Context: an optimization exercise on an open-source flow, tuned for small area and a short achievable clock period. The choices shown serve that exercise and are no tape-out recipe.
In this exercise RTL edits were held to simulation tests only and were not proved equivalent to the original.
No activity file was given, so power comes from the tool's default toggle rates.

Setup of run 1:
Design eq_streaming, start of the top module:
module eq_streaming #(
	parameter integer C_S_AXI_DATA_WIDTH = 32
)
(
    input aclk,
    input aresetn,
    input [C_S_AXI_DATA_WIDTH-1:0] D_READY,
    input [C_S_AXI_DATA_WIDTH-1:0] FFT_PTNS,
    input [C_S_AXI_DATA_WIDTH-1:0] FFT_BKTS,
    input [C_S_AXI_DATA_WIDTH-1:0] my_reg0,
    input [C_S_AXI_DATA_WIDTH-1:0] my_reg1,
    input [C_S_AXI_DATA_WIDTH-1:0] my_reg2,
    input [C_S_AXI_DATA_WIDTH-1:0] my_reg3,
    input [C_S_AXI_DATA_WIDTH-1:0] my_reg4,
    input [C_S_AXI_DATA_WIDTH-1:0] my_reg5,
    input [C_S_AXI_DATA_WIDTH-1:0] my_reg6,
    input [C_S_AXI_DATA_WIDTH-1:0] my_reg7,
    input [C_S_AXI_DATA_WIDTH-1:0] my_reg8,
    input [C_S_AXI_DATA_WIDTH-1:0] my_reg9,
    input [C_S_AXI_DATA_WIDTH-1:0] my_reg10,
    input [C_S_AXI_DATA_WIDTH-1:0] my_reg11,
    input [C_S_AXI_DATA_WIDTH-1:0] my_reg12,
    input [C_S_AXI_DATA_WIDTH-1:0] s_axis_data,
    output reg s_axis_ready,
    input s_axis_valid,
    output reg [C_S_AXI_DATA_WIDTH-1:0] m_axis_data,
    input m_axis_ready,
    output reg m_axis_valid
);
  ...
For scale: about 1900 cells after synthesis, roughly 240 flip-flops, roughly 580 I/O pins, ~20000 um2 of cells after synthesis.
==> flow/config.mk <==
export PLATFORM = sky130hd
export DESIGN_NAME = eq_streaming
export DESIGN_NICKNAME = eq_streaming
export VERILOG_FILES = /design/flow/design.v
export SDC_FILE = /design/flow/constraint.sdc
export NUM_CORES = 4
export LEC_CHECK = 0
export CAP_MARGIN = 20
export CORE_MARGIN = 2
export CORE_UTILIZATION = 45
export CTS_CLUSTER_DIAMETER = 60
export CTS_CLUSTER_SIZE = 16
export PLACE_DENSITY = 0.6
export SLEW_MARGIN = 20
export SYNTH_HIERARCHICAL = 1
==> flow/constraint.sdc <==
create_clock -name core_clock -period 10.0 [get_ports {aclk}]
set_input_delay 2.0000 -clock core_clock [delete_from_list [all_inputs] [get_ports {aclk}]]
set_output_delay 2.0000 -clock core_clock [all_outputs]
set_load 0.01 [all_outputs]
standard.sh (not shown) runs the stock make flow with config.mk's settings and CLKGATE_MAP_FILE= SYNTH_SCRIPT=/design/flow/synth_recipe.tcl, a recipe that flattens the netlist after the stock synthesis.
==> flow/flow/run.sh <==
#!/bin/bash
set -euo pipefail
MARGIN=$(cat flow/margin.txt)
bash standard.sh SETUP_SLACK_MARGIN=$MARGIN \
  "BUFFER_PORTS_ARGS=-buffer_cell sky130_fd_sc_hd__buf_1" finish > make_finish.log 2>&1
==> flow/flow/margin.txt <==
7
For run 2, these inputs were changed with respect to run 1:
Settings: CTS_CLUSTER_SIZE now 20, was 16; CTS_CLUSTER_DIAMETER now 80, was 60.
==> summary.txt <==
- Total routed wirelength, run 2 and run 1, higher one = run 1.
- Looking at worst setup path endpoint, the m_axis_data[24] result is from run 2; the n[0] one comes from run 1.
- In the metrics for run 2 and run 1, the one carrying the lower final area is run 2.
- Run 2 against run 1; total leakage power is down by a few percent.
- Compared to run 1, run 2 has final standard cell utilization of the core 0.91 points lower.
- Looking at run 2 and run 1, the sequential cell area is a wash.
- Diff run 1 -> run 2 | register-to-register slack | increase of 0.05 ns
- Run 2 gives less share of the clock period used by the worst path than run 1 did.
- Run 1 has completed all stages; timing, DRC and antenna checks passed.
- Every stage of the flow completed for run 2, and the final layout passed the timing, DRC and antenna checks.
- Run 2 ends up with higher number of cells on the worst reg-to-reg path than run 1 does.
Input-level comparison between run 3 and run 2:
==> flow/flow/margin.txt <==
7.04
==> summary.txt <==
- Delta (run 3 minus run 2): total routing resource utilization after global routing stayed essentially flat, cell area after layout +about 0.4%, largest vdd supply drop held, slack of the critical path neither gained nor lost much, post-CTS setup repair buffer count shows an increase of 1.
- Across run 3 and run 2, none had a timing, DRC or antenna violation.
- For the wire length on met3, run 3 came in about 3.4% higher than run 2 did.

========
Starting RTL as in the previous note.
Settings: LEC_CHECK=0, CAP_MARGIN=20, CORE_MARGIN=2, CORE_UTILIZATION=45, CTS_CLUSTER_DIAMETER=80, CTS_CLUSTER_SIZE=20, PLACE_DENSITY=0.6, SLEW_MARGIN=20, SYNTH_HIERARCHICAL=1; clock period 10.0 ns.
==> flow/flow/margin.txt <==
6.97
Scripts as last shown in full above: flow/flow/run.sh
The starting point went through all stages and came out clean.
Edit:
==> flow/flow/margin.txt (replaced) <==
7
- CTS_CLUSTER_DIAMETER: 80 -> 150
- CTS_CLUSTER_SIZE: 20 -> 24
Result: Clock-buffer cell count came out lower by 3; non-clock buffer count came out higher by 2; worst setup slack gains 99 ps; cell area came out lower by 0.94%; utilization came out lower by 0.49 points; clock power came out lower by 22%; combinational power stays flat; routed wire length came out higher by about 0.3%.

==> separate check: timing with driven ports <==
Ports are ideal in the flow. The routed layouts listed here were re-timed in OpenROAD.
Step 1 (the two cells are an assumption about what drives the block):
set clk [get_ports {aclk}]
set_driving_cell -lib_cell sky130_fd_sc_hd__clkbuf_16 $clk
set_driving_cell -lib_cell sky130_fd_sc_hd__buf_2 [delete_from_list [all_inputs] $clk]
Step 2 adds t to the input delays and takes it off the output delays; t is the mean of the earliest and latest rising clock arrival at the registers after step 1. Input paths then give back, and output paths get back, about the clock's delay inside the block.
Three values: ideal ports, drivers, drivers and shift; two values: the first two.
run	t (ns)	setup slack, ns	worst setup path at the end
run 1	0.624	6.924 / 6.803 / 6.179	input to register
run 2	0.586	7.008 / 6.954 / 6.382	input to register
run 3	0.585	7.008 / 6.919 / 6.334	input to register
the first run of note 2	0.583	6.900 / 6.773 / 6.190	input to register
the second run of note 2	0.554	6.999 / 6.886 / 6.332	input to register
After both steps setup and hold are still met in every run listed. The setup slack of run 1, which loses most, moves by -0.121 ns with the drivers and by -0.745 ns with both steps.
